This design comes from an exercise in tuning for small area and a short achievable clock period on the open sky130 flow, not from production work.
No functional check of the RTL was part of any run shown here.

==> flow/design.v, too long to show whole: its modules and the start of the top module <==
// module DF_Fir_Tree: 931 lines
// module fir_fa: 6 lines
// module fir_ha: 6 lines
module DF_Fir_Tree (clk, clk_enable, reset, filter_in, filter_out);
  // ...
==> flow/run.sh <==
#!/bin/bash
# synth_recipe.tcl (not shown) runs the flow's synth.tcl, then flattens the netlist and writes it again
# the make line also repeats each setting of config.mk as NAME=value (left out here)
make -C /OpenROAD-flow-scripts/flow DESIGN_CONFIG=/design/flow/config.mk WORK_HOME=/design/flow/orfs CLKGATE_MAP_FILE= SYNTH_SCRIPT=/design/flow/synth_recipe.tcl finish
==> flow/config.mk <==
export PLATFORM = sky130hd
export DESIGN_NAME = DF_Fir_Tree
export DESIGN_NICKNAME = DF_Fir_Tree
export VERILOG_FILES = /design/flow/design.v
export SDC_FILE = /design/flow/constraint.sdc
export NUM_CORES = 4
export LEC_CHECK = 0
export CAP_MARGIN = 20
export CORE_MARGIN = 2
export CORE_UTILIZATION = 40
export PLACE_DENSITY = 0.6
export SLEW_MARGIN = 60
export SYNTH_HIERARCHICAL = 1
export SYNTH_MINIMUM_KEEP_SIZE = 0
==> flow/constraint.sdc <==
create_clock -name core_clock -period 13.0 [get_ports {clk}]
set_input_delay 2.6000 -clock core_clock [delete_from_list [all_inputs] [get_ports {clk}]]
set_output_delay 2.6000 -clock core_clock [all_outputs]
set_load 0.01 [all_outputs]
==> results.json, run 1 <==
{
  "outcome": "complete, no violations",
  "setup_slack_ps": 8160,
  "synth.most_common_cell": "fa_1",
  "grtUsageMet3_pct": 2.540,
  "hold_class": "reg -> reg",
  "mostFrequentLayoutCells": "400 x fa_1, 282 x inv_1, 193 x dfrtp_1",
  "seqCellArea_mm2": 0.006511,
  "top_layer": "met4",
  "dieArea_mm2": 0.05699,
  "period_share_pct": 37.23,
  "buffer_area_share_pct": 3.009,
  "syn_area_mm2": 0.02204,
  "crit_buf_inv": 2,
  "min_period_ps": 4840,
  "cts_max_level": 1,
  "setup_tns_ps": 0,
  "fmax_mhz": 206.6,
  "holdPathStages": 1,
  "port_buffers": 51,
  "syn2layout_area_growth_pct": 11.89,
  "cp-endpoint": "output_register[32]",
  "num-nets-final": 2373,
  "grt_pass1_wl_um": 90080,
  "ys_async_sr_fraction_pct": 100.0,
  "cp_num_cells": 14,
  "fin_cells": 2567,
  "rsz0062_at_grt": "no",
  "end_kind": "flop",
  "cts_buffer_depth": 3,
  "cap_violations": 0,
  "gr-usage-met2_pct": 35.40,
  "reg2reg_slack_ps": 8160,
  "whs_ps": 481.3,
  "first_global_vias": 14760,
  "tap_cells": 704,
  "crit_path_max_incr_delay_ps": 700
}
==> inputs of run 2 (changes only) <==
==> flow/design.v (replaced) <==
`timescale 1 ns / 1 ns
module DF_Fir_Tree (clk, clk_enable, reset, filter_in, filter_out);
  input clk;
  input clk_enable;
  input reset;
  input signed [15:0] filter_in;
  output signed [32:0] filter_out;
  reg signed [15:0] d0, d1, d2, d3, d4, d5, d6, d7;
  reg signed [16:0] pa, pb;
  reg signed [32:0] output_register;
  reg [32:0] Rs, Rc;
  wire signed [16:0] pa_n = d0 + d4;
  wire signed [16:0] pb_n = d1 + d3;
  wire t_1 = pb[1] ^ d3[0];
  wire t_2 = pb[1] & d3[0];
  wire t_3, t_4;
  fir_fa ut_3 (.a(pb[2]), .b(pb[0]), .c(d3[1]), .s(t_3), .co(t_4));
  wire t_5, t_6;
  fir_fa ut_5 (.a(~d7[0]), .b(pa[1]), .c(t_2), .s(t_5), .co(t_6));
  wire t_7 = pa[2] ^ d7[1];
  wire t_8 = pa[2] | d7[1];
  wire t_9, t_10;
  fir_fa ut_9 (.a(d0[0]), .b(pa[0]), .c(pb[3]), .s(t_9), .co(t_10));
  wire t_11, t_12;
  fir_fa ut_11 (.a(pb[1]), .b(d3[2]), .c(d6[0]), .s(t_11), .co(t_12));
  wire t_13, t_14;
  fir_fa ut_13 (.a(~pa[1]), .b(t_7), .c(t_4), .s(t_13), .co(t_14));
  wire t_15, t_16;
  fir_fa ut_15 (.a(t_9), .b(t_11), .c(t_6), .s(t_15), .co(t_16));
  wire t_17 = d0[1] ^ pa[1];
  wire t_18 = d0[1] | pa[1];
  wire t_19, t_20;
  fir_fa ut_19 (.a(pb[4]), .b(pb[2]), .c(d3[3]), .s(t_19), .co(t_20));
  wire t_21, t_22;
  fir_fa ut_21 (.a(pa[3]), .b(pb[0]), .c(d7[2]), .s(t_21), .co(t_22));
  wire t_23, t_24;
  fir_fa ut_23 (.a(d6[1]), .b(d7[0]), .c(~t_8), .s(t_23), .co(t_24));
  wire t_25, t_26;
  fir_fa ut_25 (.a(t_10), .b(t_12), .c(t_19), .s(t_25), .co(t_26));
  wire t_27, t_28;
  fir_fa ut_27 (.a(~t_21), .b(t_23), .c(t_14), .s(t_27), .co(t_28));
  wire t_29, t_30;
  fir_fa ut_29 (.a(~t_17), .b(t_25), .c(t_16), .s(t_29), .co(t_30));
  wire t_31 = pa[4] ^ pb[1];
  wire t_32 = pa[4] | pb[1];
  wire t_33, t_34;
  fir_fa ut_33 (.a(d0[2]), .b(pa[2]), .c(pa[0]), .s(t_33), .co(t_34));
  wire t_35, t_36;
  fir_fa ut_35 (.a(pb[5]), .b(pb[3]), .c(d3[4]), .s(t_35), .co(t_36));
  wire t_37, t_38;
  fir_fa ut_37 (.a(d3[0]), .b(d6[2]), .c(d7[1]), .s(t_37), .co(t_38));
  wire t_39, t_40;
  fir_fa ut_39 (.a(~d7[3]), .b(t_31), .c(t_20), .s(t_39), .co(t_40));
  wire t_41, t_42;
  fir_fa ut_41 (.a(t_33), .b(t_35), .c(t_37), .s(t_41), .co(t_42));
  wire t_43, t_44;
  fir_fa ut_43 (.a(~t_22), .b(t_18), .c(t_24), .s(t_43), .co(t_44));
  wire t_45, t_46;
  fir_fa ut_45 (.a(t_26), .b(t_39), .c(t_41), .s(t_45), .co(t_46));
  wire t_47, t_48;
  fir_fa ut_47 (.a(t_43), .b(t_28), .c(t_45), .s(t_47), .co(t_48));
  wire t_49, t_50;
  fir_fa ut_49 (.a(pa[3]), .b(pa[1]), .c(pb[6]), .s(t_49), .co(t_50));
  wire t_51, t_52;
  fir_fa ut_51 (.a(pa[5]), .b(pb[2]), .c(pb[0]), .s(t_51), .co(t_52));
  wire t_53, t_54;
  fir_fa ut_53 (.a(pb[4]), .b(d3[5]), .c(d3[1]), .s(t_53), .co(t_54));
  wire t_55, t_56;
  fir_fa ut_55 (.a(d6[3]), .b(~d7[4]), .c(d7[2]), .s(t_55), .co(t_56));
  wire t_57, t_58;
  fir_fa ut_57 (.a(t_34), .b(t_36), .c(t_38), .s(t_57), .co(t_58));
  wire t_59, t_60;
  fir_fa ut_59 (.a(d0[3]), .b(t_32), .c(t_51), .s(t_59), .co(t_60));
  wire t_61, t_62;
  fir_fa ut_61 (.a(t_49), .b(t_53), .c(t_55), .s(t_61), .co(t_62));
  wire t_63, t_64;
  fir_fa ut_63 (.a(t_40), .b(t_42), .c(t_57), .s(t_63), .co(t_64));
  wire t_65, t_66;
  fir_fa ut_65 (.a(~t_59), .b(t_61), .c(t_44), .s(t_65), .co(t_66));
  wire t_67, t_68;
  fir_fa ut_67 (.a(t_46), .b(t_63), .c(t_65), .s(t_67), .co(t_68));
  wire t_69, t_70;
  fir_fa ut_69 (.a(d0[4]), .b(pa[4]), .c(pa[2]), .s(t_69), .co(t_70));
  wire t_71, t_72;
  fir_fa ut_71 (.a(pa[6]), .b(pb[3]), .c(pb[1]), .s(t_71), .co(t_72));
  wire t_73, t_74;
  fir_fa ut_73 (.a(pb[7]), .b(pb[5]), .c(d3[6]), .s(t_73), .co(t_74));
  wire t_75, t_76;
  fir_fa ut_75 (.a(d3[2]), .b(d6[4]), .c(d7[3]), .s(t_75), .co(t_76));
  wire t_77, t_78;
  fir_fa ut_77 (.a(d0[3]), .b(t_50), .c(t_54), .s(t_77), .co(t_78));
  wire t_79, t_80;
  fir_fa ut_79 (.a(d7[5]), .b(t_52), .c(t_71), .s(t_79), .co(t_80));
  wire t_81, t_82;
  fir_fa ut_81 (.a(t_56), .b(t_69), .c(t_73), .s(t_81), .co(t_82));
  wire t_83, t_84;
  fir_fa ut_83 (.a(t_75), .b(t_58), .c(t_77), .s(t_83), .co(t_84));
  wire t_85, t_86;
  fir_fa ut_85 (.a(~t_60), .b(t_62), .c(t_81), .s(t_85), .co(t_86));
  wire t_87, t_88;
  fir_fa ut_87 (.a(~t_79), .b(t_64), .c(t_83), .s(t_87), .co(t_88));
  wire t_89, t_90;
  fir_fa ut_89 (.a(t_85), .b(t_66), .c(t_87), .s(t_89), .co(t_90));
  wire t_91, t_92;
  fir_fa ut_91 (.a(d0[5]), .b(pa[5]), .c(pa[3]), .s(t_91), .co(t_92));
  wire t_93, t_94;
  fir_fa ut_93 (.a(pa[7]), .b(pb[4]), .c(pb[2]), .s(t_93), .co(t_94));
  wire t_95, t_96;
  fir_fa ut_95 (.a(pa[0]), .b(pb[8]), .c(pb[6]), .s(t_95), .co(t_96));
  wire t_97, t_98;
  fir_fa ut_97 (.a(d3[7]), .b(d3[3]), .c(d6[5]), .s(t_97), .co(t_98));
  wire t_99, t_100;
  fir_fa ut_99 (.a(~d7[6]), .b(d7[4]), .c(d7[0]), .s(t_99), .co(t_100));
  wire t_101, t_102;
  fir_fa ut_101 (.a(t_70), .b(t_74), .c(t_76), .s(t_101), .co(t_102));
  wire t_103, t_104;
  fir_fa ut_103 (.a(t_91), .b(t_95), .c(t_97), .s(t_103), .co(t_104));
  wire t_105, t_106;
  fir_fa ut_105 (.a(t_72), .b(t_93), .c(~t_99), .s(t_105), .co(t_106));
  wire t_107, t_108;
  fir_fa ut_107 (.a(t_78), .b(t_82), .c(t_101), .s(t_107), .co(t_108));
  wire t_109, t_110;
  fir_fa ut_109 (.a(t_80), .b(~t_103), .c(t_105), .s(t_109), .co(t_110));
  wire t_111, t_112;
  fir_fa ut_111 (.a(t_84), .b(t_86), .c(t_107), .s(t_111), .co(t_112));
  wire t_113, t_114;
  fir_fa ut_113 (.a(~t_109), .b(t_88), .c(t_111), .s(t_113), .co(t_114));
  wire t_115, t_116;
  fir_fa ut_115 (.a(d0[6]), .b(pa[6]), .c(pa[4]), .s(t_115), .co(t_116));
  wire t_117, t_118;
  fir_fa ut_117 (.a(d0[0]), .b(pa[8]), .c(pb[5]), .s(t_117), .co(t_118));
  wire t_119, t_120;
  fir_fa ut_119 (.a(pa[1]), .b(pb[9]), .c(pb[7]), .s(t_119), .co(t_120));
  wire t_121, t_122;
  fir_fa ut_121 (.a(pb[0]), .b(d3[8]), .c(d3[4]), .s(t_121), .co(t_122));
  wire t_123, t_124;
  fir_fa ut_123 (.a(pb[3]), .b(d6[0]), .c(d7[7]), .s(t_123), .co(t_124));
  wire t_125, t_126;
  fir_fa ut_125 (.a(d6[6]), .b(d7[5]), .c(d7[1]), .s(t_125), .co(t_126));
  wire t_127, t_128;
  fir_fa ut_127 (.a(t_92), .b(t_96), .c(t_98), .s(t_127), .co(t_128));
  wire t_129, t_130;
  fir_fa ut_129 (.a(t_100), .b(t_115), .c(t_119), .s(t_129), .co(t_130));
  wire t_131, t_132;
  fir_fa ut_131 (.a(t_94), .b(t_117), .c(t_123), .s(t_131), .co(t_132));
  wire t_133, t_134;
  fir_fa ut_133 (.a(t_121), .b(t_125), .c(t_102), .s(t_133), .co(t_134));
  wire t_135, t_136;
  fir_fa ut_135 (.a(t_104), .b(t_127), .c(t_129), .s(t_135), .co(t_136));
  wire t_137, t_138;
  fir_fa ut_137 (.a(~t_131), .b(t_108), .c(t_133), .s(t_137), .co(t_138));
  wire t_139, t_140;
  fir_fa ut_139 (.a(t_106), .b(~t_135), .c(t_110), .s(t_139), .co(t_140));
  wire t_141, t_142;
  fir_fa ut_141 (.a(t_112), .b(t_137), .c(~t_139), .s(t_141), .co(t_142));
  wire t_143 = d0[1] ^ pa[9];
  wire t_144 = d0[1] | pa[9];
  wire t_145, t_146;
  fir_fa ut_145 (.a(d0[7]), .b(pa[7]), .c(pa[5]), .s(t_145), .co(t_146));
  wire t_147, t_148;
  fir_fa ut_147 (.a(pa[2]), .b(pb[10]), .c(pb[8]), .s(t_147), .co(t_148));
  wire t_149, t_150;
  fir_fa ut_149 (.a(pb[6]), .b(pb[4]), .c(d3[0]), .s(t_149), .co(t_150));
  wire t_151, t_152;
  fir_fa ut_151 (.a(pb[1]), .b(d3[9]), .c(d3[5]), .s(t_151), .co(t_152));
  wire t_153, t_154;
  fir_fa ut_153 (.a(d6[7]), .b(d7[6]), .c(d7[2]), .s(t_153), .co(t_154));
  wire t_155, t_156;
  fir_fa ut_155 (.a(d6[1]), .b(d7[8]), .c(~t_143), .s(t_155), .co(t_156));
  wire t_157, t_158;
  fir_fa ut_157 (.a(t_116), .b(t_120), .c(t_122), .s(t_157), .co(t_158));
  wire t_159, t_160;
  fir_fa ut_159 (.a(t_118), .b(t_124), .c(t_149), .s(t_159), .co(t_160));
  wire t_161, t_162;
  fir_fa ut_161 (.a(t_126), .b(t_145), .c(t_147), .s(t_161), .co(t_162));
  wire t_163, t_164;
  fir_fa ut_163 (.a(t_151), .b(t_153), .c(t_128), .s(t_163), .co(t_164));
  wire t_165, t_166;
  fir_fa ut_165 (.a(~t_155), .b(t_130), .c(t_157), .s(t_165), .co(t_166));
  wire t_167, t_168;
  fir_fa ut_167 (.a(t_132), .b(t_159), .c(~t_161), .s(t_167), .co(t_168));
  wire t_169, t_170;
  fir_fa ut_169 (.a(t_134), .b(t_163), .c(t_136), .s(t_169), .co(t_170));
  wire t_171, t_172;
  fir_fa ut_171 (.a(t_165), .b(~t_167), .c(t_138), .s(t_171), .co(t_172));
  wire t_173, t_174;
  fir_fa ut_173 (.a(t_169), .b(~t_140), .c(t_171), .s(t_173), .co(t_174));
  wire t_175, t_176;
  fir_fa ut_175 (.a(pa[8]), .b(pa[6]), .c(pa[3]), .s(t_175), .co(t_176));
  wire t_177, t_178;
  fir_fa ut_177 (.a(d0[2]), .b(pa[10]), .c(pb[7]), .s(t_177), .co(t_178));
  wire t_179, t_180;
  fir_fa ut_179 (.a(pa[0]), .b(pb[11]), .c(pb[9]), .s(t_179), .co(t_180));
  wire t_181, t_182;
  fir_fa ut_181 (.a(pb[2]), .b(d3[10]), .c(d3[6]), .s(t_181), .co(t_182));
  wire t_183, t_184;
  fir_fa ut_183 (.a(pb[5]), .b(d3[1]), .c(d6[2]), .s(t_183), .co(t_184));
  wire t_185, t_186;
  fir_fa ut_185 (.a(d6[8]), .b(d7[7]), .c(d7[3]), .s(t_185), .co(t_186));
  wire t_187, t_188;
  fir_fa ut_187 (.a(d7[9]), .b(d0[8]), .c(t_144), .s(t_187), .co(t_188));
  wire t_189, t_190;
  fir_fa ut_189 (.a(t_146), .b(t_148), .c(t_152), .s(t_189), .co(t_190));
  wire t_191, t_192;
  fir_fa ut_191 (.a(t_154), .b(t_175), .c(t_179), .s(t_191), .co(t_192));
  wire t_193, t_194;
  fir_fa ut_193 (.a(t_150), .b(t_177), .c(t_183), .s(t_193), .co(t_194));
  wire t_195, t_196;
  fir_fa ut_195 (.a(~t_181), .b(t_187), .c(t_156), .s(t_195), .co(t_196));
  wire t_197, t_198;
  fir_fa ut_197 (.a(t_185), .b(t_158), .c(t_162), .s(t_197), .co(t_198));
  wire t_199, t_200;
  fir_fa ut_199 (.a(~t_160), .b(t_189), .c(t_191), .s(t_199), .co(t_200));
  wire t_201, t_202;
  fir_fa ut_201 (.a(t_193), .b(~t_164), .c(t_195), .s(t_201), .co(t_202));
  wire t_203, t_204;
  fir_fa ut_203 (.a(t_166), .b(t_197), .c(t_199), .s(t_203), .co(t_204));
  wire t_205, t_206;
  fir_fa ut_205 (.a(t_168), .b(~t_170), .c(t_201), .s(t_205), .co(t_206));
  wire t_207, t_208;
  fir_fa ut_207 (.a(t_203), .b(t_172), .c(~t_205), .s(t_207), .co(t_208));
  wire t_209 = d0[9] ^ pa[9];
  wire t_210 = d0[9] | pa[9];
  wire t_211, t_212;
  fir_fa ut_211 (.a(pa[7]), .b(pa[4]), .c(pa[1]), .s(t_211), .co(t_212));
  wire t_213, t_214;
  fir_fa ut_213 (.a(d0[3]), .b(pa[11]), .c(pb[8]), .s(t_213), .co(t_214));
  wire t_215, t_216;
  fir_fa ut_215 (.a(pb[12]), .b(pb[10]), .c(pb[3]), .s(t_215), .co(t_216));
  wire t_217, t_218;
  fir_fa ut_217 (.a(pb[6]), .b(d3[2]), .c(d3[0]), .s(t_217), .co(t_218));
  wire t_219, t_220;
  fir_fa ut_219 (.a(d3[11]), .b(d3[7]), .c(d6[9]), .s(t_219), .co(t_220));
  wire t_221, t_222;
  fir_fa ut_221 (.a(d7[8]), .b(d7[4]), .c(d0[8]), .s(t_221), .co(t_222));
  wire t_223, t_224;
  fir_fa ut_223 (.a(d6[3]), .b(d7[10]), .c(t_178), .s(t_223), .co(t_224));
  wire t_225, t_226;
  fir_fa ut_225 (.a(t_176), .b(t_180), .c(t_182), .s(t_225), .co(t_226));
  wire t_227, t_228;
  fir_fa ut_227 (.a(t_184), .b(t_213), .c(t_217), .s(t_227), .co(t_228));
  wire t_229, t_230;
  fir_fa ut_229 (.a(t_186), .b(t_211), .c(t_215), .s(t_229), .co(t_230));
  wire t_231, t_232;
  fir_fa ut_231 (.a(~t_219), .b(t_209), .c(t_188), .s(t_231), .co(t_232));
  wire t_233, t_234;
  fir_fa ut_233 (.a(t_221), .b(t_190), .c(t_192), .s(t_233), .co(t_234));
  wire t_235, t_236;
  fir_fa ut_235 (.a(t_194), .b(t_223), .c(t_227), .s(t_235), .co(t_236));
  wire t_237, t_238;
  fir_fa ut_237 (.a(~t_225), .b(t_231), .c(t_196), .s(t_237), .co(t_238));
  wire t_239, t_240;
  fir_fa ut_239 (.a(t_229), .b(t_198), .c(t_200), .s(t_239), .co(t_240));
  wire t_241, t_242;
  fir_fa ut_241 (.a(~t_233), .b(t_235), .c(t_237), .s(t_241), .co(t_242));
  wire t_243, t_244;
  fir_fa ut_243 (.a(~t_202), .b(t_204), .c(t_239), .s(t_243), .co(t_244));
  wire t_245, t_246;
  fir_fa ut_245 (.a(t_241), .b(t_206), .c(~t_243), .s(t_245), .co(t_246));
  wire t_247 = d0[10] ^ pa[10];
  wire t_248 = d0[10] | pa[10];
  wire t_249, t_250;
  fir_fa ut_249 (.a(d0[4]), .b(pa[12]), .c(pa[0]), .s(t_249), .co(t_250));
  wire t_251, t_252;
  fir_fa ut_251 (.a(pa[8]), .b(pa[5]), .c(pa[2]), .s(t_251), .co(t_252));
  wire t_253, t_254;
  fir_fa ut_253 (.a(pb[13]), .b(pb[11]), .c(pb[4]), .s(t_253), .co(t_254));
  wire t_255, t_256;
  fir_fa ut_255 (.a(pb[9]), .b(pb[7]), .c(d3[3]), .s(t_255), .co(t_256));
  wire t_257, t_258;
  fir_fa ut_257 (.a(d3[12]), .b(d3[8]), .c(d6[10]), .s(t_257), .co(t_258));
  wire t_259, t_260;
  fir_fa ut_259 (.a(d3[1]), .b(d6[4]), .c(d7[11]), .s(t_259), .co(t_260));
  wire t_261, t_262;
  fir_fa ut_261 (.a(d7[9]), .b(d7[5]), .c(t_212), .s(t_261), .co(t_262));
  wire t_263, t_264;
  fir_fa ut_263 (.a(t_216), .b(t_220), .c(t_222), .s(t_263), .co(t_264));
  wire t_265, t_266;
  fir_fa ut_265 (.a(t_214), .b(t_218), .c(t_249), .s(t_265), .co(t_266));
  wire t_267, t_268;
  fir_fa ut_267 (.a(t_251), .b(t_253), .c(t_257), .s(t_267), .co(t_268));
  wire t_269, t_270;
  fir_fa ut_269 (.a(t_255), .b(t_259), .c(t_247), .s(t_269), .co(t_270));
  wire t_271, t_272;
  fir_fa ut_271 (.a(t_210), .b(t_226), .c(t_230), .s(t_271), .co(t_272));
  wire t_273, t_274;
  fir_fa ut_273 (.a(~t_224), .b(t_261), .c(t_263), .s(t_273), .co(t_274));
  wire t_275, t_276;
  fir_fa ut_275 (.a(t_228), .b(t_265), .c(~t_267), .s(t_275), .co(t_276));
  wire t_277, t_278;
  fir_fa ut_277 (.a(t_232), .b(t_269), .c(t_236), .s(t_277), .co(t_278));
  wire t_279, t_280;
  fir_fa ut_279 (.a(t_234), .b(t_271), .c(t_273), .s(t_279), .co(t_280));
  wire t_281, t_282;
  fir_fa ut_281 (.a(t_275), .b(t_238), .c(t_277), .s(t_281), .co(t_282));
  wire t_283, t_284;
  fir_fa ut_283 (.a(t_240), .b(t_279), .c(~t_242), .s(t_283), .co(t_284));
  wire t_285, t_286;
  fir_fa ut_285 (.a(t_244), .b(~t_281), .c(t_283), .s(t_285), .co(t_286));
  wire t_287, t_288;
  fir_fa ut_287 (.a(d0[11]), .b(pa[11]), .c(pa[9]), .s(t_287), .co(t_288));
  wire t_289, t_290;
  fir_fa ut_289 (.a(d0[5]), .b(pa[13]), .c(pa[1]), .s(t_289), .co(t_290));
  wire t_291, t_292;
  fir_fa ut_291 (.a(pa[6]), .b(pa[3]), .c(pb[14]), .s(t_291), .co(t_292));
  wire t_293, t_294;
  fir_fa ut_293 (.a(pb[12]), .b(pb[5]), .c(d3[13]), .s(t_293), .co(t_294));
  wire t_295, t_296;
  fir_fa ut_295 (.a(pb[10]), .b(pb[8]), .c(pb[0]), .s(t_295), .co(t_296));
  wire t_297, t_298;
  fir_fa ut_297 (.a(d3[4]), .b(d3[2]), .c(d3[0]), .s(t_297), .co(t_298));
  wire t_299, t_300;
  fir_fa ut_299 (.a(d3[9]), .b(d6[11]), .c(d7[10]), .s(t_299), .co(t_300));
  wire t_301, t_302;
  fir_fa ut_301 (.a(d6[5]), .b(d7[12]), .c(~d7[6]), .s(t_301), .co(t_302));
  wire t_303, t_304;
  fir_fa ut_303 (.a(t_250), .b(t_256), .c(t_260), .s(t_303), .co(t_304));
  wire t_305, t_306;
  fir_fa ut_305 (.a(t_252), .b(t_254), .c(t_258), .s(t_305), .co(t_306));
  wire t_307, t_308;
  fir_fa ut_307 (.a(t_287), .b(t_291), .c(t_293), .s(t_307), .co(t_308));
  wire t_309, t_310;
  fir_fa ut_309 (.a(t_289), .b(t_295), .c(t_297), .s(t_309), .co(t_310));
  wire t_311, t_312;
  fir_fa ut_311 (.a(t_299), .b(~t_301), .c(t_248), .s(t_311), .co(t_312));
  wire t_313, t_314;
  fir_fa ut_313 (.a(t_262), .b(t_264), .c(t_268), .s(t_313), .co(t_314));
  wire t_315, t_316;
  fir_fa ut_315 (.a(t_266), .b(t_303), .c(t_309), .s(t_315), .co(t_316));
  wire t_317, t_318;
  fir_fa ut_317 (.a(t_305), .b(t_307), .c(~t_270), .s(t_317), .co(t_318));
  wire t_319, t_320;
  fir_fa ut_319 (.a(t_311), .b(t_272), .c(t_274), .s(t_319), .co(t_320));
  wire t_321, t_322;
  fir_fa ut_321 (.a(~t_313), .b(t_276), .c(t_315), .s(t_321), .co(t_322));
  wire t_323, t_324;
  fir_fa ut_323 (.a(t_317), .b(t_280), .c(t_319), .s(t_323), .co(t_324));
  wire t_325, t_326;
  fir_fa ut_325 (.a(t_278), .b(t_321), .c(t_282), .s(t_325), .co(t_326));
  wire t_327, t_328;
  fir_fa ut_327 (.a(t_323), .b(t_284), .c(~t_325), .s(t_327), .co(t_328));
  wire t_329 = d0[12] ^ pa[12];
  wire t_330 = d0[12] | pa[12];
  wire t_331, t_332;
  fir_fa ut_331 (.a(d0[6]), .b(pa[14]), .c(pa[2]), .s(t_331), .co(t_332));
  wire t_333, t_334;
  fir_fa ut_333 (.a(pa[10]), .b(pa[7]), .c(pa[4]), .s(t_333), .co(t_334));
  wire t_335, t_336;
  fir_fa ut_335 (.a(pb[15]), .b(pb[13]), .c(pb[6]), .s(t_335), .co(t_336));
  wire t_337, t_338;
  fir_fa ut_337 (.a(pb[11]), .b(pb[9]), .c(pb[1]), .s(t_337), .co(t_338));
  wire t_339, t_340;
  fir_fa ut_339 (.a(d3[14]), .b(d3[10]), .c(d6[12]), .s(t_339), .co(t_340));
  wire t_341, t_342;
  fir_fa ut_341 (.a(d3[5]), .b(d3[3]), .c(d3[1]), .s(t_341), .co(t_342));
  wire t_343, t_344;
  fir_fa ut_343 (.a(d6[6]), .b(d7[13]), .c(~d7[11]), .s(t_343), .co(t_344));
  wire t_345, t_346;
  fir_fa ut_345 (.a(d7[7]), .b(t_288), .c(t_292), .s(t_345), .co(t_346));
  wire t_347, t_348;
  fir_fa ut_347 (.a(t_290), .b(t_296), .c(t_298), .s(t_347), .co(t_348));
  wire t_349, t_350;
  fir_fa ut_349 (.a(t_294), .b(t_300), .c(t_333), .s(t_349), .co(t_350));
  wire t_351, t_352;
  fir_fa ut_351 (.a(t_302), .b(t_331), .c(t_337), .s(t_351), .co(t_352));
  wire t_353, t_354;
  fir_fa ut_353 (.a(t_335), .b(t_339), .c(~t_341), .s(t_353), .co(t_354));
  wire t_355, t_356;
  fir_fa ut_355 (.a(t_343), .b(t_329), .c(t_304), .s(t_355), .co(t_356));
  wire t_357, t_358;
  fir_fa ut_357 (.a(t_306), .b(t_308), .c(t_345), .s(t_357), .co(t_358));
  wire t_359, t_360;
  fir_fa ut_359 (.a(t_310), .b(t_347), .c(t_351), .s(t_359), .co(t_360));
  wire t_361, t_362;
  fir_fa ut_361 (.a(t_349), .b(t_312), .c(t_353), .s(t_361), .co(t_362));
  wire t_363, t_364;
  fir_fa ut_363 (.a(~t_314), .b(t_355), .c(t_316), .s(t_363), .co(t_364));
  wire t_365, t_366;
  fir_fa ut_365 (.a(t_357), .b(t_318), .c(t_361), .s(t_365), .co(t_366));
  wire t_367, t_368;
  fir_fa ut_367 (.a(t_359), .b(t_322), .c(t_363), .s(t_367), .co(t_368));
  wire t_369, t_370;
  fir_fa ut_369 (.a(t_320), .b(t_365), .c(t_324), .s(t_369), .co(t_370));
  wire t_371, t_372;
  fir_fa ut_371 (.a(t_367), .b(t_326), .c(~t_369), .s(t_371), .co(t_372));
  wire t_373, t_374;
  fir_fa ut_373 (.a(d0[13]), .b(pa[13]), .c(pa[11]), .s(t_373), .co(t_374));
  wire t_375, t_376;
  fir_fa ut_375 (.a(d0[7]), .b(pa[15]), .c(pa[3]), .s(t_375), .co(t_376));
  wire t_377, t_378;
  fir_fa ut_377 (.a(pa[8]), .b(pa[5]), .c(pb[14]), .s(t_377), .co(t_378));
  wire t_379, t_380;
  fir_fa ut_379 (.a(pb[16]), .b(pb[12]), .c(pb[10]), .s(t_379), .co(t_380));
  wire t_381, t_382;
  fir_fa ut_381 (.a(pb[2]), .b(d3[15]), .c(d3[6]), .s(t_381), .co(t_382));
  wire t_383, t_384;
  fir_fa ut_383 (.a(pb[7]), .b(d3[11]), .c(d6[13]), .s(t_383), .co(t_384));
  wire t_385, t_386;
  fir_fa ut_385 (.a(d3[4]), .b(d3[2]), .c(d6[7]), .s(t_385), .co(t_386));
  wire t_387, t_388;
  fir_fa ut_387 (.a(~d7[14]), .b(d7[12]), .c(d7[8]), .s(t_387), .co(t_388));
  wire t_389, t_390;
  fir_fa ut_389 (.a(t_332), .b(t_338), .c(t_342), .s(t_389), .co(t_390));
  wire t_391, t_392;
  fir_fa ut_391 (.a(t_334), .b(t_336), .c(t_340), .s(t_391), .co(t_392));
  wire t_393, t_394;
  fir_fa ut_393 (.a(t_344), .b(t_375), .c(t_379), .s(t_393), .co(t_394));
  wire t_395, t_396;
  fir_fa ut_395 (.a(t_373), .b(t_377), .c(t_383), .s(t_395), .co(t_396));
  wire t_397, t_398;
  fir_fa ut_397 (.a(~t_381), .b(t_387), .c(t_330), .s(t_397), .co(t_398));
  wire t_399, t_400;
  fir_fa ut_399 (.a(t_385), .b(t_348), .c(t_352), .s(t_399), .co(t_400));
  wire t_401, t_402;
  fir_fa ut_401 (.a(t_346), .b(t_350), .c(t_391), .s(t_401), .co(t_402));
  wire t_403, t_404;
  fir_fa ut_403 (.a(~t_389), .b(t_354), .c(t_395), .s(t_403), .co(t_404));
  wire t_405, t_406;
  fir_fa ut_405 (.a(t_393), .b(~t_397), .c(t_356), .s(t_405), .co(t_406));
  wire t_407, t_408;
  fir_fa ut_407 (.a(~t_358), .b(t_360), .c(t_399), .s(t_407), .co(t_408));
  wire t_409, t_410;
  fir_fa ut_409 (.a(t_401), .b(t_362), .c(t_403), .s(t_409), .co(t_410));
  wire t_411, t_412;
  fir_fa ut_411 (.a(t_405), .b(t_364), .c(t_407), .s(t_411), .co(t_412));
  wire t_413, t_414;
  fir_fa ut_413 (.a(t_366), .b(t_409), .c(~t_368), .s(t_413), .co(t_414));
  wire t_415, t_416;
  fir_fa ut_415 (.a(~t_411), .b(t_370), .c(t_413), .s(t_415), .co(t_416));
  wire t_417, t_418;
  fir_fa ut_417 (.a(pa[16]), .b(pa[14]), .c(pa[12]), .s(t_417), .co(t_418));
  wire t_419, t_420;
  fir_fa ut_419 (.a(d0[8]), .b(pa[4]), .c(pb[13]), .s(t_419), .co(t_420));
  wire t_421, t_422;
  fir_fa ut_421 (.a(pa[9]), .b(pa[6]), .c(pb[15]), .s(t_421), .co(t_422));
  wire t_423, t_424;
  fir_fa ut_423 (.a(pb[11]), .b(pb[3]), .c(d3[7]), .s(t_423), .co(t_424));
  wire t_425, t_426;
  fir_fa ut_425 (.a(pb[8]), .b(d3[12]), .c(d6[14]), .s(t_425), .co(t_426));
  wire t_427, t_428;
  fir_fa ut_427 (.a(d3[5]), .b(d3[3]), .c(d6[8]), .s(t_427), .co(t_428));
  wire t_429, t_430;
  fir_fa ut_429 (.a(d7[15]), .b(d7[13]), .c(d7[9]), .s(t_429), .co(t_430));
  wire t_431, t_432;
  fir_fa ut_431 (.a(d0[14]), .b(t_376), .c(t_380), .s(t_431), .co(t_432));
  wire t_433, t_434;
  fir_fa ut_433 (.a(t_374), .b(t_378), .c(t_384), .s(t_433), .co(t_434));
  wire t_435, t_436;
  fir_fa ut_435 (.a(t_382), .b(t_386), .c(t_419), .s(t_435), .co(t_436));
  wire t_437, t_438;
  fir_fa ut_437 (.a(t_388), .b(t_417), .c(t_421), .s(t_437), .co(t_438));
  wire t_439, t_440;
  fir_fa ut_439 (.a(t_423), .b(~t_425), .c(t_427), .s(t_439), .co(t_440));
  wire t_441, t_442;
  fir_fa ut_441 (.a(t_429), .b(t_392), .c(t_396), .s(t_441), .co(t_442));
  wire t_443, t_444;
  fir_fa ut_443 (.a(t_390), .b(t_394), .c(t_431), .s(t_443), .co(t_444));
  wire t_445, t_446;
  fir_fa ut_445 (.a(t_433), .b(t_437), .c(t_398), .s(t_445), .co(t_446));
  wire t_447, t_448;
  fir_fa ut_447 (.a(t_435), .b(t_439), .c(t_400), .s(t_447), .co(t_448));
  wire t_449, t_450;
  fir_fa ut_449 (.a(t_402), .b(t_404), .c(t_441), .s(t_449), .co(t_450));
  wire t_451, t_452;
  fir_fa ut_451 (.a(t_443), .b(~t_445), .c(t_406), .s(t_451), .co(t_452));
  wire t_453, t_454;
  fir_fa ut_453 (.a(~t_408), .b(t_410), .c(t_449), .s(t_453), .co(t_454));
  wire t_455, t_456;
  fir_fa ut_455 (.a(t_447), .b(t_451), .c(t_412), .s(t_455), .co(t_456));
  wire t_457, t_458;
  fir_fa ut_457 (.a(t_453), .b(t_414), .c(~t_455), .s(t_457), .co(t_458));
  wire t_459, t_460;
  fir_fa ut_459 (.a(pa[15]), .b(pa[13]), .c(pa[10]), .s(t_459), .co(t_460));
  wire t_461, t_462;
  fir_fa ut_461 (.a(d0[9]), .b(pa[5]), .c(pb[16]), .s(t_461), .co(t_462));
  wire t_463, t_464;
  fir_fa ut_463 (.a(pa[7]), .b(pb[9]), .c(d3[13]), .s(t_463), .co(t_464));
  wire t_465, t_466;
  fir_fa ut_465 (.a(pb[14]), .b(pb[12]), .c(pb[4]), .s(t_465), .co(t_466));
  wire t_467, t_468;
  fir_fa ut_467 (.a(d3[8]), .b(d3[6]), .c(d3[4]), .s(t_467), .co(t_468));
  wire t_469, t_470;
  fir_fa ut_469 (.a(d7[14]), .b(d7[10]), .c(d0[14]), .s(t_469), .co(t_470));
  wire t_471, t_472;
  fir_fa ut_471 (.a(d6[15]), .b(d6[9]), .c(~d0[15]), .s(t_471), .co(t_472));
  wire t_473, t_474;
  fir_fa ut_473 (.a(t_418), .b(t_422), .c(t_426), .s(t_473), .co(t_474));
  wire t_475, t_476;
  fir_fa ut_475 (.a(t_420), .b(t_424), .c(t_428), .s(t_475), .co(t_476));
  wire t_477, t_478;
  fir_fa ut_477 (.a(t_430), .b(t_459), .c(t_463), .s(t_477), .co(t_478));
  wire t_479, t_480;
  fir_fa ut_479 (.a(t_461), .b(t_465), .c(t_467), .s(t_479), .co(t_480));
  wire t_481, t_482;
  fir_fa ut_481 (.a(~t_469), .b(t_471), .c(t_432), .s(t_481), .co(t_482));
  wire t_483, t_484;
  fir_fa ut_483 (.a(t_434), .b(t_438), .c(t_473), .s(t_483), .co(t_484));
  wire t_485, t_486;
  fir_fa ut_485 (.a(t_436), .b(t_475), .c(t_440), .s(t_485), .co(t_486));
  wire t_487, t_488;
  fir_fa ut_487 (.a(t_479), .b(t_444), .c(t_481), .s(t_487), .co(t_488));
  wire t_489, t_490;
  fir_fa ut_489 (.a(t_477), .b(t_442), .c(t_483), .s(t_489), .co(t_490));
  wire t_491, t_492;
  fir_fa ut_491 (.a(~t_446), .b(t_485), .c(t_448), .s(t_491), .co(t_492));
  wire t_493, t_494;
  fir_fa ut_493 (.a(t_450), .b(~t_487), .c(t_489), .s(t_493), .co(t_494));
  wire t_495, t_496;
  fir_fa ut_495 (.a(t_452), .b(t_491), .c(~t_454), .s(t_495), .co(t_496));
  wire t_497, t_498;
  fir_fa ut_497 (.a(~t_493), .b(t_456), .c(t_495), .s(t_497), .co(t_498));
  wire t_499, t_500;
  fir_fa ut_499 (.a(pa[16]), .b(pa[6]), .c(pb[15]), .s(t_499), .co(t_500));
  wire t_501, t_502;
  fir_fa ut_501 (.a(pa[14]), .b(pa[11]), .c(pa[8]), .s(t_501), .co(t_502));
  wire t_503, t_504;
  fir_fa ut_503 (.a(pb[13]), .b(pb[5]), .c(d3[9]), .s(t_503), .co(t_504));
  wire t_505, t_506;
  fir_fa ut_505 (.a(d3[7]), .b(d3[5]), .c(d6[10]), .s(t_505), .co(t_506));
  wire t_507, t_508;
  fir_fa ut_507 (.a(pb[10]), .b(d3[14]), .c(d7[11]), .s(t_507), .co(t_508));
  wire t_509, t_510;
  fir_fa ut_509 (.a(d7[15]), .b(d0[15]), .c(~d0[10]), .s(t_509), .co(t_510));
  wire t_511, t_512;
  fir_fa ut_511 (.a(t_460), .b(t_464), .c(t_470), .s(t_511), .co(t_512));
  wire t_513, t_514;
  fir_fa ut_513 (.a(t_462), .b(t_466), .c(t_468), .s(t_513), .co(t_514));
  wire t_515, t_516;
  fir_fa ut_515 (.a(t_472), .b(t_499), .c(t_503), .s(t_515), .co(t_516));
  wire t_517, t_518;
  fir_fa ut_517 (.a(t_501), .b(~t_505), .c(t_507), .s(t_517), .co(t_518));
  wire t_519, t_520;
  fir_fa ut_519 (.a(t_509), .b(t_476), .c(t_480), .s(t_519), .co(t_520));
  wire t_521, t_522;
  fir_fa ut_521 (.a(t_474), .b(t_478), .c(t_511), .s(t_521), .co(t_522));
  wire t_523, t_524;
  fir_fa ut_523 (.a(t_513), .b(t_515), .c(~t_517), .s(t_523), .co(t_524));
  wire t_525, t_526;
  fir_fa ut_525 (.a(t_482), .b(t_486), .c(t_519), .s(t_525), .co(t_526));
  wire t_527, t_528;
  fir_fa ut_527 (.a(t_484), .b(t_521), .c(~t_523), .s(t_527), .co(t_528));
  wire t_529, t_530;
  fir_fa ut_529 (.a(t_488), .b(~t_490), .c(t_525), .s(t_529), .co(t_530));
  wire t_531, t_532;
  fir_fa ut_531 (.a(~t_492), .b(t_527), .c(t_494), .s(t_531), .co(t_532));
  wire t_533, t_534;
  fir_fa ut_533 (.a(t_529), .b(t_496), .c(~t_531), .s(t_533), .co(t_534));
  wire t_535, t_536;
  fir_fa ut_535 (.a(pa[15]), .b(pa[12]), .c(pa[9]), .s(t_535), .co(t_536));
  wire t_537, t_538;
  fir_fa ut_537 (.a(pa[7]), .b(pb[14]), .c(pb[6]), .s(t_537), .co(t_538));
  wire t_539, t_540;
  fir_fa ut_539 (.a(d3[15]), .b(d3[10]), .c(d3[8]), .s(t_539), .co(t_540));
  wire t_541, t_542;
  fir_fa ut_541 (.a(pb[16]), .b(pb[11]), .c(d7[12]), .s(t_541), .co(t_542));
  wire t_543, t_544;
  fir_fa ut_543 (.a(d3[6]), .b(d6[11]), .c(d0[10]), .s(t_543), .co(t_544));
  wire t_545, t_546;
  fir_fa ut_545 (.a(d0[11]), .b(t_502), .c(t_508), .s(t_545), .co(t_546));
  wire t_547, t_548;
  fir_fa ut_547 (.a(t_500), .b(t_504), .c(t_506), .s(t_547), .co(t_548));
  wire t_549, t_550;
  fir_fa ut_549 (.a(t_510), .b(t_537), .c(t_539), .s(t_549), .co(t_550));
  wire t_551, t_552;
  fir_fa ut_551 (.a(t_535), .b(t_541), .c(~t_543), .s(t_551), .co(t_552));
  wire t_553, t_554;
  fir_fa ut_553 (.a(t_514), .b(t_516), .c(t_547), .s(t_553), .co(t_554));
  wire t_555, t_556;
  fir_fa ut_555 (.a(t_512), .b(t_545), .c(t_518), .s(t_555), .co(t_556));
  wire t_557, t_558;
  fir_fa ut_557 (.a(t_549), .b(~t_551), .c(t_520), .s(t_557), .co(t_558));
  wire t_559, t_560;
  fir_fa ut_559 (.a(t_522), .b(~t_553), .c(t_555), .s(t_559), .co(t_560));
  wire t_561, t_562;
  fir_fa ut_561 (.a(t_524), .b(t_526), .c(t_557), .s(t_561), .co(t_562));
  wire t_563, t_564;
  fir_fa ut_563 (.a(~t_559), .b(t_530), .c(t_561), .s(t_563), .co(t_564));
  wire t_565, t_566;
  fir_fa ut_565 (.a(t_528), .b(t_532), .c(~t_563), .s(t_565), .co(t_566));
  wire t_567, t_568;
  fir_fa ut_567 (.a(d0[12]), .b(pa[16]), .c(pa[8]), .s(t_567), .co(t_568));
  wire t_569, t_570;
  fir_fa ut_569 (.a(pa[13]), .b(pa[10]), .c(pb[12]), .s(t_569), .co(t_570));
  wire t_571, t_572;
  fir_fa ut_571 (.a(pb[15]), .b(pb[7]), .c(d3[11]), .s(t_571), .co(t_572));
  wire t_573, t_574;
  fir_fa ut_573 (.a(d3[9]), .b(d3[7]), .c(d6[12]), .s(t_573), .co(t_574));
  wire t_575, t_576;
  fir_fa ut_575 (.a(d7[13]), .b(t_536), .c(t_542), .s(t_575), .co(t_576));
  wire t_577, t_578;
  fir_fa ut_577 (.a(d0[11]), .b(t_538), .c(t_540), .s(t_577), .co(t_578));
  wire t_579, t_580;
  fir_fa ut_579 (.a(t_544), .b(t_567), .c(t_571), .s(t_579), .co(t_580));
  wire t_581, t_582;
  fir_fa ut_581 (.a(t_569), .b(~t_573), .c(t_546), .s(t_581), .co(t_582));
  wire t_583, t_584;
  fir_fa ut_583 (.a(t_548), .b(t_550), .c(t_577), .s(t_583), .co(t_584));
  wire t_585, t_586;
  fir_fa ut_585 (.a(t_575), .b(t_552), .c(~t_579), .s(t_585), .co(t_586));
  wire t_587, t_588;
  fir_fa ut_587 (.a(~t_554), .b(t_581), .c(t_556), .s(t_587), .co(t_588));
  wire t_589, t_590;
  fir_fa ut_589 (.a(t_583), .b(~t_585), .c(t_558), .s(t_589), .co(t_590));
  wire t_591, t_592;
  fir_fa ut_591 (.a(~t_560), .b(t_562), .c(t_589), .s(t_591), .co(t_592));
  wire t_593, t_594;
  fir_fa ut_593 (.a(~t_587), .b(t_564), .c(t_591), .s(t_593), .co(t_594));
  wire t_595, t_596;
  fir_fa ut_595 (.a(pa[14]), .b(pa[11]), .c(pb[16]), .s(t_595), .co(t_596));
  wire t_597, t_598;
  fir_fa ut_597 (.a(pa[9]), .b(pb[8]), .c(d3[12]), .s(t_597), .co(t_598));
  wire t_599, t_600;
  fir_fa ut_599 (.a(pb[13]), .b(d7[14]), .c(d0[13]), .s(t_599), .co(t_600));
  wire t_601, t_602;
  fir_fa ut_601 (.a(d3[10]), .b(d3[8]), .c(d6[13]), .s(t_601), .co(t_602));
  wire t_603, t_604;
  fir_fa ut_603 (.a(t_568), .b(t_572), .c(t_574), .s(t_603), .co(t_604));
  wire t_605, t_606;
  fir_fa ut_605 (.a(t_570), .b(t_595), .c(t_599), .s(t_605), .co(t_606));
  wire t_607, t_608;
  fir_fa ut_607 (.a(t_597), .b(t_601), .c(t_578), .s(t_607), .co(t_608));
  wire t_609, t_610;
  fir_fa ut_609 (.a(~t_576), .b(t_580), .c(t_603), .s(t_609), .co(t_610));
  wire t_611, t_612;
  fir_fa ut_611 (.a(~t_605), .b(t_584), .c(t_607), .s(t_611), .co(t_612));
  wire t_613, t_614;
  fir_fa ut_613 (.a(t_582), .b(~t_609), .c(t_586), .s(t_613), .co(t_614));
  wire t_615, t_616;
  fir_fa ut_615 (.a(t_588), .b(~t_611), .c(t_613), .s(t_615), .co(t_616));
  wire t_617, t_618;
  fir_fa ut_617 (.a(t_590), .b(~t_615), .c(t_592), .s(t_617), .co(t_618));
  wire t_619, t_620;
  fir_fa ut_619 (.a(pa[15]), .b(pa[12]), .c(pb[14]), .s(t_619), .co(t_620));
  wire t_621, t_622;
  fir_fa ut_621 (.a(pa[10]), .b(pb[9]), .c(d3[13]), .s(t_621), .co(t_622));
  wire t_623, t_624;
  fir_fa ut_623 (.a(d3[11]), .b(d3[9]), .c(d6[14]), .s(t_623), .co(t_624));
  wire t_625, t_626;
  fir_fa ut_625 (.a(d7[15]), .b(d0[13]), .c(~d0[14]), .s(t_625), .co(t_626));
  wire t_627, t_628;
  fir_fa ut_627 (.a(t_596), .b(t_600), .c(t_619), .s(t_627), .co(t_628));
  wire t_629, t_630;
  fir_fa ut_629 (.a(t_598), .b(t_602), .c(t_621), .s(t_629), .co(t_630));
  wire t_631, t_632;
  fir_fa ut_631 (.a(t_623), .b(t_625), .c(t_604), .s(t_631), .co(t_632));
  wire t_633, t_634;
  fir_fa ut_633 (.a(t_606), .b(t_627), .c(~t_629), .s(t_633), .co(t_634));
  wire t_635, t_636;
  fir_fa ut_635 (.a(t_608), .b(t_610), .c(t_631), .s(t_635), .co(t_636));
  wire t_637, t_638;
  fir_fa ut_637 (.a(~t_633), .b(t_612), .c(t_635), .s(t_637), .co(t_638));
  wire t_639, t_640;
  fir_fa ut_639 (.a(t_614), .b(~t_637), .c(t_616), .s(t_639), .co(t_640));
  wire t_641, t_642;
  fir_fa ut_641 (.a(pa[16]), .b(pa[11]), .c(pb[10]), .s(t_641), .co(t_642));
  wire t_643, t_644;
  fir_fa ut_643 (.a(pa[13]), .b(pb[15]), .c(d6[15]), .s(t_643), .co(t_644));
  wire t_645, t_646;
  fir_fa ut_645 (.a(d3[14]), .b(d3[12]), .c(d3[10]), .s(t_645), .co(t_646));
  wire t_647, t_648;
  fir_fa ut_647 (.a(d0[14]), .b(d0[15]), .c(t_622), .s(t_647), .co(t_648));
  wire t_649, t_650;
  fir_fa ut_649 (.a(t_624), .b(t_626), .c(t_641), .s(t_649), .co(t_650));
  wire t_651, t_652;
  fir_fa ut_651 (.a(t_620), .b(t_643), .c(~t_645), .s(t_651), .co(t_652));
  wire t_653, t_654;
  fir_fa ut_653 (.a(t_630), .b(t_647), .c(t_649), .s(t_653), .co(t_654));
  wire t_655, t_656;
  fir_fa ut_655 (.a(t_628), .b(t_651), .c(~t_632), .s(t_655), .co(t_656));
  wire t_657, t_658;
  fir_fa ut_657 (.a(~t_634), .b(t_653), .c(t_636), .s(t_657), .co(t_658));
  wire t_659, t_660;
  fir_fa ut_659 (.a(~t_655), .b(t_638), .c(t_657), .s(t_659), .co(t_660));
  wire t_661, t_662;
  fir_fa ut_661 (.a(pa[12]), .b(pb[16]), .c(pb[11]), .s(t_661), .co(t_662));
  wire t_663, t_664;
  fir_fa ut_663 (.a(d3[13]), .b(d3[11]), .c(pa[14]), .s(t_663), .co(t_664));
  wire t_665, t_666;
  fir_fa ut_665 (.a(d3[15]), .b(d0[15]), .c(t_644), .s(t_665), .co(t_666));
  wire t_667, t_668;
  fir_fa ut_667 (.a(t_642), .b(t_646), .c(t_661), .s(t_667), .co(t_668));
  wire t_669, t_670;
  fir_fa ut_669 (.a(t_663), .b(t_648), .c(t_650), .s(t_669), .co(t_670));
  wire t_671, t_672;
  fir_fa ut_671 (.a(t_665), .b(t_652), .c(~t_667), .s(t_671), .co(t_672));
  wire t_673, t_674;
  fir_fa ut_673 (.a(t_654), .b(t_669), .c(~t_671), .s(t_673), .co(t_674));
  wire t_675, t_676;
  fir_fa ut_675 (.a(~t_656), .b(t_673), .c(t_658), .s(t_675), .co(t_676));
  wire t_677, t_678;
  fir_fa ut_677 (.a(pa[13]), .b(pb[12]), .c(d3[14]), .s(t_677), .co(t_678));
  wire t_679, t_680;
  fir_fa ut_679 (.a(d3[12]), .b(~pa[14]), .c(pa[15]), .s(t_679), .co(t_680));
  wire t_681, t_682;
  fir_fa ut_681 (.a(t_662), .b(t_664), .c(t_677), .s(t_681), .co(t_682));
  wire t_683, t_684;
  fir_fa ut_683 (.a(t_679), .b(~t_666), .c(t_668), .s(t_683), .co(t_684));
  wire t_685, t_686;
  fir_fa ut_685 (.a(t_681), .b(t_670), .c(t_683), .s(t_685), .co(t_686));
  wire t_687, t_688;
  fir_fa ut_687 (.a(~t_672), .b(t_685), .c(t_674), .s(t_687), .co(t_688));
  wire t_689, t_690;
  fir_fa ut_689 (.a(pa[16]), .b(pa[14]), .c(pb[13]), .s(t_689), .co(t_690));
  wire t_691, t_692;
  fir_fa ut_691 (.a(d3[15]), .b(~d3[13]), .c(pa[15]), .s(t_691), .co(t_692));
  wire t_693, t_694;
  fir_fa ut_693 (.a(t_678), .b(t_680), .c(t_689), .s(t_693), .co(t_694));
  wire t_695, t_696;
  fir_fa ut_695 (.a(~t_691), .b(t_682), .c(t_693), .s(t_695), .co(t_696));
  wire t_697, t_698;
  fir_fa ut_697 (.a(t_684), .b(t_695), .c(t_686), .s(t_697), .co(t_698));
  wire t_699, t_700;
  fir_fa ut_699 (.a(pa[15]), .b(pb[14]), .c(d3[14]), .s(t_699), .co(t_700));
  wire t_701, t_702;
  fir_fa ut_701 (.a(t_690), .b(~t_692), .c(t_699), .s(t_701), .co(t_702));
  wire t_703, t_704;
  fir_fa ut_703 (.a(t_694), .b(t_701), .c(t_696), .s(t_703), .co(t_704));
  wire t_705, t_706;
  fir_fa ut_705 (.a(pb[15]), .b(~d3[15]), .c(pa[16]), .s(t_705), .co(t_706));
  wire t_707, t_708;
  fir_fa ut_707 (.a(t_700), .b(t_705), .c(t_702), .s(t_707), .co(t_708));
  wire t_709, t_710;
  fir_fa ut_709 (.a(~pa[16]), .b(pb[16]), .c(t_706), .s(t_709), .co(t_710));
  wire [32:0] ns = {1'b1, ~pb[16], t_709, t_707, t_703, t_697, t_687, t_660, t_659, ~t_639, t_594, t_593, t_534, t_498, ~t_458, ~t_416, t_372, ~t_328, ~t_286, t_246, ~t_208, ~t_174, ~t_142, ~t_114, ~t_90, ~t_68, ~t_48, ~t_30, ~t_27, ~t_13, ~t_3, pa[0], 1'b1};
  wire [32:0] nc = {1'b0, t_710, t_708, t_704, t_698, t_688, t_676, t_675, ~t_640, t_618, t_617, ~t_566, ~t_565, t_533, t_497, ~t_457, ~t_415, t_371, ~t_327, ~t_285, t_245, ~t_207, ~t_173, ~t_141, ~t_113, ~t_89, ~t_67, ~t_47, ~t_29, ~t_15, ~t_5, ~t_1, ~pb[0]};
  wire tb_1, tb_2;
  fir_ha utb_1 (.a(d0[0]), .b(Rs[2]), .s(tb_1), .co(tb_2));
  wire tb_3, tb_4;
  fir_fa utb_3 (.a(d0[1]), .b(Rs[3]), .c(Rc[3]), .s(tb_3), .co(tb_4));
  wire tb_5 = d0[2] ^ Rs[4];
  wire tb_6 = d0[2] | Rs[4];
  wire tb_7, tb_8;
  fir_fa utb_7 (.a(d0[0]), .b(~Rc[4]), .c(tb_5), .s(tb_7), .co(tb_8));
  wire tb_9, tb_10;
  fir_fa utb_9 (.a(d0[3]), .b(Rs[5]), .c(Rc[5]), .s(tb_9), .co(tb_10));
  wire tb_11, tb_12;
  fir_fa utb_11 (.a(~d0[1]), .b(tb_6), .c(tb_9), .s(tb_11), .co(tb_12));
  wire tb_13, tb_14;
  fir_fa utb_13 (.a(d0[4]), .b(Rs[6]), .c(Rc[6]), .s(tb_13), .co(tb_14));
  wire tb_15, tb_16;
  fir_fa utb_15 (.a(~d0[2]), .b(tb_10), .c(tb_13), .s(tb_15), .co(tb_16));
  wire tb_17, tb_18;
  fir_fa utb_17 (.a(d0[5]), .b(Rs[7]), .c(Rc[7]), .s(tb_17), .co(tb_18));
  wire tb_19, tb_20;
  fir_fa utb_19 (.a(~d0[3]), .b(tb_14), .c(tb_17), .s(tb_19), .co(tb_20));
  wire tb_21 = d0[6] ^ Rs[8];
  wire tb_22 = d0[6] | Rs[8];
  wire tb_23, tb_24;
  fir_fa utb_23 (.a(d0[4]), .b(d0[0]), .c(~Rc[8]), .s(tb_23), .co(tb_24));
  wire tb_25, tb_26;
  fir_fa utb_25 (.a(tb_21), .b(~tb_18), .c(tb_23), .s(tb_25), .co(tb_26));
  wire tb_27, tb_28;
  fir_fa utb_27 (.a(d0[7]), .b(Rs[9]), .c(Rc[9]), .s(tb_27), .co(tb_28));
  wire tb_29, tb_30;
  fir_fa utb_29 (.a(d0[5]), .b(d0[1]), .c(~tb_22), .s(tb_29), .co(tb_30));
  wire tb_31, tb_32;
  fir_fa utb_31 (.a(tb_24), .b(~tb_27), .c(tb_29), .s(tb_31), .co(tb_32));
  wire tb_33, tb_34;
  fir_fa utb_33 (.a(d0[8]), .b(Rs[10]), .c(Rc[10]), .s(tb_33), .co(tb_34));
  wire tb_35, tb_36;
  fir_fa utb_35 (.a(d0[6]), .b(d0[2]), .c(~tb_28), .s(tb_35), .co(tb_36));
  wire tb_37, tb_38;
  fir_fa utb_37 (.a(~tb_33), .b(tb_30), .c(tb_35), .s(tb_37), .co(tb_38));
  wire tb_39, tb_40;
  fir_fa utb_39 (.a(d0[9]), .b(Rs[11]), .c(Rc[11]), .s(tb_39), .co(tb_40));
  wire tb_41, tb_42;
  fir_fa utb_41 (.a(d0[7]), .b(d0[3]), .c(~tb_34), .s(tb_41), .co(tb_42));
  wire tb_43, tb_44;
  fir_fa utb_43 (.a(~tb_39), .b(tb_36), .c(tb_41), .s(tb_43), .co(tb_44));
  wire tb_45, tb_46;
  fir_fa utb_45 (.a(d0[10]), .b(Rs[12]), .c(Rc[12]), .s(tb_45), .co(tb_46));
  wire tb_47, tb_48;
  fir_fa utb_47 (.a(d0[8]), .b(d0[4]), .c(~tb_40), .s(tb_47), .co(tb_48));
  wire tb_49, tb_50;
  fir_fa utb_49 (.a(~tb_45), .b(tb_42), .c(tb_47), .s(tb_49), .co(tb_50));
  wire tb_51, tb_52;
  fir_fa utb_51 (.a(d0[11]), .b(Rs[13]), .c(Rc[13]), .s(tb_51), .co(tb_52));
  wire tb_53, tb_54;
  fir_fa utb_53 (.a(d0[9]), .b(d0[5]), .c(~tb_46), .s(tb_53), .co(tb_54));
  wire tb_55, tb_56;
  fir_fa utb_55 (.a(~tb_51), .b(tb_48), .c(tb_53), .s(tb_55), .co(tb_56));
  wire tb_57, tb_58;
  fir_fa utb_57 (.a(d0[12]), .b(Rs[14]), .c(Rc[14]), .s(tb_57), .co(tb_58));
  wire tb_59, tb_60;
  fir_fa utb_59 (.a(d0[10]), .b(d0[6]), .c(~tb_52), .s(tb_59), .co(tb_60));
  wire tb_61, tb_62;
  fir_fa utb_61 (.a(~tb_57), .b(tb_54), .c(tb_59), .s(tb_61), .co(tb_62));
  wire tb_63, tb_64;
  fir_fa utb_63 (.a(d0[13]), .b(Rs[15]), .c(Rc[15]), .s(tb_63), .co(tb_64));
  wire tb_65, tb_66;
  fir_fa utb_65 (.a(d0[11]), .b(d0[7]), .c(~tb_58), .s(tb_65), .co(tb_66));
  wire tb_67, tb_68;
  fir_fa utb_67 (.a(~tb_63), .b(tb_60), .c(tb_65), .s(tb_67), .co(tb_68));
  wire tb_69, tb_70;
  fir_fa utb_69 (.a(d0[14]), .b(Rs[16]), .c(Rc[16]), .s(tb_69), .co(tb_70));
  wire tb_71, tb_72;
  fir_fa utb_71 (.a(d0[12]), .b(d0[8]), .c(~tb_64), .s(tb_71), .co(tb_72));
  wire tb_73, tb_74;
  fir_fa utb_73 (.a(~tb_69), .b(tb_66), .c(tb_71), .s(tb_73), .co(tb_74));
  wire tb_75, tb_76;
  fir_fa utb_75 (.a(Rs[17]), .b(Rc[17]), .c(d0[15]), .s(tb_75), .co(tb_76));
  wire tb_77, tb_78;
  fir_fa utb_77 (.a(d0[13]), .b(d0[9]), .c(~tb_70), .s(tb_77), .co(tb_78));
  wire tb_79, tb_80;
  fir_fa utb_79 (.a(~tb_75), .b(tb_72), .c(tb_77), .s(tb_79), .co(tb_80));
  wire tb_81, tb_82;
  fir_fa utb_81 (.a(Rs[18]), .b(Rc[18]), .c(d0[14]), .s(tb_81), .co(tb_82));
  wire tb_83, tb_84;
  fir_fa utb_83 (.a(d0[10]), .b(d0[15]), .c(~tb_76), .s(tb_83), .co(tb_84));
  wire tb_85, tb_86;
  fir_fa utb_85 (.a(~tb_81), .b(tb_78), .c(tb_83), .s(tb_85), .co(tb_86));
  wire tb_87, tb_88;
  fir_fa utb_87 (.a(d0[15]), .b(Rs[19]), .c(Rc[19]), .s(tb_87), .co(tb_88));
  wire tb_89, tb_90;
  fir_fa utb_89 (.a(d0[11]), .b(d0[14]), .c(~tb_82), .s(tb_89), .co(tb_90));
  wire tb_91, tb_92;
  fir_fa utb_91 (.a(~tb_87), .b(tb_84), .c(tb_89), .s(tb_91), .co(tb_92));
  wire tb_93, tb_94;
  fir_fa utb_93 (.a(Rs[20]), .b(Rc[20]), .c(d0[12]), .s(tb_93), .co(tb_94));
  wire tb_95, tb_96;
  fir_fa utb_95 (.a(tb_88), .b(tb_93), .c(~tb_90), .s(tb_95), .co(tb_96));
  wire tb_97, tb_98;
  fir_fa utb_97 (.a(Rs[21]), .b(Rc[21]), .c(d0[13]), .s(tb_97), .co(tb_98));
  wire tb_99, tb_100;
  fir_fa utb_99 (.a(~d0[12]), .b(tb_94), .c(tb_97), .s(tb_99), .co(tb_100));
  wire tb_101, tb_102;
  fir_fa utb_101 (.a(Rs[22]), .b(Rc[22]), .c(d0[14]), .s(tb_101), .co(tb_102));
  wire tb_103, tb_104;
  fir_fa utb_103 (.a(~d0[13]), .b(tb_98), .c(tb_101), .s(tb_103), .co(tb_104));
  wire tb_105, tb_106;
  fir_fa utb_105 (.a(d0[15]), .b(Rs[23]), .c(Rc[23]), .s(tb_105), .co(tb_106));
  wire tb_107, tb_108;
  fir_fa utb_107 (.a(~d0[14]), .b(tb_102), .c(tb_105), .s(tb_107), .co(tb_108));
  wire tb_109, tb_110;
  fir_fa utb_109 (.a(Rc[24]), .b(~Rs[24]), .c(tb_106), .s(tb_109), .co(tb_110));
  wire tb_111, tb_112;
  fir_fa utb_111 (.a(Rc[25]), .b(Rs[24]), .c(~Rs[25]), .s(tb_111), .co(tb_112));
  wire tb_113, tb_114;
  fir_fa utb_113 (.a(Rc[26]), .b(Rs[25]), .c(~Rs[26]), .s(tb_113), .co(tb_114));
  wire tb_115, tb_116;
  fir_fa utb_115 (.a(Rc[27]), .b(Rs[26]), .c(~Rs[27]), .s(tb_115), .co(tb_116));
  wire tb_117, tb_118;
  fir_fa utb_117 (.a(Rc[28]), .b(Rs[27]), .c(~Rs[28]), .s(tb_117), .co(tb_118));
  wire tb_119, tb_120;
  fir_fa utb_119 (.a(Rc[29]), .b(Rs[28]), .c(~Rs[29]), .s(tb_119), .co(tb_120));
  wire tb_121, tb_122;
  fir_fa utb_121 (.a(Rc[30]), .b(Rs[29]), .c(~Rs[30]), .s(tb_121), .co(tb_122));
  wire tb_123, tb_124;
  fir_fa utb_123 (.a(Rc[31]), .b(Rs[30]), .c(~Rs[31]), .s(tb_123), .co(tb_124));
  wire tb_125, tb_126;
  fir_fa utb_125 (.a(Rc[32]), .b(Rs[31]), .c(~Rs[32]), .s(tb_125), .co(tb_126));
  wire [32:0] r0 = {tb_124, tb_122, tb_120, tb_118, tb_116, tb_114, tb_112, tb_111, tb_108, tb_104, tb_100, tb_99, ~tb_92, ~tb_86, ~tb_80, ~tb_74, ~tb_68, ~tb_62, ~tb_56, ~tb_50, ~tb_44, ~tb_38, ~tb_32, ~tb_26, tb_20, tb_16, tb_12, ~tb_8, tb_4, tb_3, Rc[2], Rs[1], Rs[0]};
  wire [32:0] r1 = {tb_125, tb_123, tb_121, tb_119, tb_117, tb_115, tb_113, tb_110, tb_109, tb_107, tb_103, tb_96, tb_95, ~tb_91, ~tb_85, ~tb_79, ~tb_73, ~tb_67, ~tb_61, ~tb_55, ~tb_49, ~tb_43, ~tb_37, ~tb_31, ~tb_25, tb_19, tb_15, tb_11, ~tb_7, tb_2, tb_1, Rc[1], Rc[0]};
  wire [32:0] sum = r0 + r1;
  always @(posedge clk or posedge reset)
    if (reset) begin
      d0 <= 0; d1 <= 0; d2 <= 0; d3 <= 0; d4 <= 0; d5 <= 0; d6 <= 0; d7 <= 0;
      pa <= 0; pb <= 0;
      Rs <= 33'd8570175157;
      Rc <= 33'd19759435;
      output_register <= 0;
    end else if (clk_enable) begin
      d0 <= filter_in; d1 <= d0; d2 <= d1; d3 <= d2; d4 <= d3; d5 <= d4; d6 <= d5; d7 <= d6;
      pa <= pa_n; pb <= pb_n;
      Rs <= ns;
      Rc <= nc;
      output_register <= sum;
    end
  assign filter_out = output_register;
endmodule
module fir_fa (a, b, c, s, co);
  input a, b, c;
  output s, co;
  assign s = a ^ b ^ c;
  assign co = (a & b) | (a & c) | (b & c);
endmodule
module fir_ha (a, b, s, co);
  input a, b;
  output s, co;
  assign s = a ^ b;
  assign co = a & b;
endmodule
==> run 2 against run 1 <==
- still clean on timing, DRC and antenna
- first-iteration DRC count is 20% lower
- synthesized cell count down 7.6%
- register-to-register slack better by 110 ps
- area after synthesis shrank 3.4%
- wire length down 5.4%
==> results.json, run 2 <==
{
  "hold_class": "reg -> reg",
  "fmax_mhz": 211.2,
  "antenna_found_initial": 0,
  "cts_max_level": 1,
  "port_buffers": 51,
  "cts_made_buffers": 31,
  "seqCellArea_mm2": 0.006563,
  "worstMarginPinSlew_ps": 629.8,
  "synth.most_common_cell": "fa_1",
  "critPathTopFamily": "adder cells",
  "min_period_ps": 4734,
  "wl_met3_um": 2730,
  "crit_type": "reg -> reg",
  "holdPathStages": 2,
  "cts_buffer_depth": 3,
  "ys_async_sr_fraction_pct": 100.0,
  "core_area_mm2": 0.05255,
  "top_layer": "met4",
  "drv_slew": 0,
  "dr_wl_met2_um": 26910,
  "grt_pass1_wl_um": 86280,
  "crit_path_cell_trace": "fa_1 > inv_1 > fa_1 > fa_1 > inv_1 > ha_1 > and3_1 > nand4_1 > or3_4 > a211oi_4 > o21ai_2 > a311oi_4 > nor4_1 > or3b_1",
  "ctsHoldBuffers": 0,
  "cap_violations": 0,
  "reg2reg_slack_ps": 8270,
  "wl_met1_um": 23660,
  "end_kind": "flop",
  "gp_congestion": 0.9546,
  "crit_required_ps": 13450,
  "num-nets-final": 2211,
  "first_global_vias": 14430,
  "syn2layout_area_growth_pct": 12.26,
  "largest_register": "output_register",
  "mostFrequentLayoutCells": "410 x fa_1, 208 x inv_1, 173 x dfrtp_1",
  "rsz0062_at_grt": "no",
  "detailed_place_hpwl_um": 41690,
  "outcome": "complete, no violations",
  "clk_pin_slew_ps": 60,
  "crit_buf_inv": 2,
  "dieArea_mm2": 0.05509,
  "syn_area_mm2": 0.02129,
  "crit_path_max_incr_delay_ps": 560,
  "reg_top3": "output_register: 33 flops, Rc: 32 flops, Rs: 31 flops",
  "max-slew-margin-rel_pct": 57.86,
  "period_share_pct": 36.42,
  "ys_top_cells_by_area": "fa_1 39%, dfrtp_1 27%, mux2_2 8.8%, ha_1 4.3%, dfstp_2 3.9%",
  "synth_cells": 1654,
  "setup_tns_ps": 0,
  "die_x_um": 234.7
}
==> run 2: cell count changes after synthesis, sizes merged, moves of 8 or more <==
cell	previous run	this run
clkbuf	42	34
ha	115	74
inv	284	210
nand2	113	101
fa	400	410
o21a	11	3
==> run 2: worst max path at each step <==
stage / slack (ps) / to / from / cells after the start
6_report: 8270 / output_register[30] / d0[7] / 14
5_1_grt: 8090 / output_register[30] / d0[7] / 14
4_1_cts: 8260 / output_register[30] / d0[6] / 14
3_5_place_dp: 8210 / pb[13] / clk_enable / 8
3_3_place_gp: 8230 / pb[13] / clk_enable / 6
2_1_floorplan: 3350 / Rc[10] / reset / 1
==> run 2: through the flow <==
step / setup WS, ps / std cells / hold WS, ps / cell area (µm²)
after CTS: 8265 / 2417 / 483.8 / 23810
after floorplan: 3355 / 1655 / 449.2 / 21300
after detailed placement: 8207 / 2360 / 468.2 / 22760
after global routing: 8086 / 2420 / 498.6 / 23900
after global placement: 8226 / 2356 / 471.6 / 22570
final: 8266 / 2420 / 485.8 / 23900
==> run 2: cell families after synthesis <==
logic type                 share of synthesized area (%)
buffers and inverters                              4.466
DFF                                                30.51
and+or+nand+nor                                    4.284
xor gates and xnor gates                           1.851
muxes                                              9.014
adders and majority gates                          42.90
other                                            0.01761
AOI/OAI and AO/OA                                  6.963
==> run 2: cell type report <==
| class | count | share of cell area, % |
|---|---|---|
| Tap cell | 688 | 3.601 |
| Multi-Input combinational cell | 1144 | 57.95 |
| Clock buffer | 44 | 3.701 |
| Timing Repair Buffer | 63 | 3.235 |
| Inverter | 210 | 3.350 |
| Clock inverter | 13 | 0.7066 |
| Sequential cell | 258 | 27.45 |
==> run 2: worst reg2reg max path: stages (launching register included) <==
cell and delay, ps:
dfrtp_2 560, fa_1 470, inv_1 70, fa_1 420, fa_1 490, inv_1 40
ha_1 360, and3_1 220, nand4_1 110, or3_4 440, a211oi_4 420, o21ai_2 190
a311oi_4 380, nor4_1 100, or3b_1 350
==> run 2: per-layer routing <==
metal	vias up	track usage (%)
li1	5538	-
met1	6909	27.89
met2	316	34.22
met3	94	2.726
met4	0	5.792
met5	-	0
==> run 2: modules after synthesis (local to each module, per instance) <==
module | flip-flops and latches | cells | times used | cell area, µm²
DF_Fir_Tree | 258 | 1246 | 1 | 13130
fir_fa | 0 | 1 | 407 | 20.02
fir_ha | 0 | 1 | 1 | 12.51

[what the ideal ports hide]
Ports are ideal in the flow. The routed layouts listed here were re-timed in OpenROAD. Step 1 assumes that a clkbuf_16 drives the clock port and a buf_2 every other input. Step 2 times the ports against the registers' clock, not the clock port: input delays grow and output delays shrink by t, the midpoint of the rising clock arrivals with the driver on. Slacks: ideal ports / drivers / drivers and shift; pairs: ideal ports / drivers.
run | t (ns) | setup slack, ns
run 1 | 0.643 | 8.160 / 8.160 / 8.130
run 2 | 0.627 | 8.266 / 8.266 / 8.265
After both steps setup and hold are still met in every run listed.
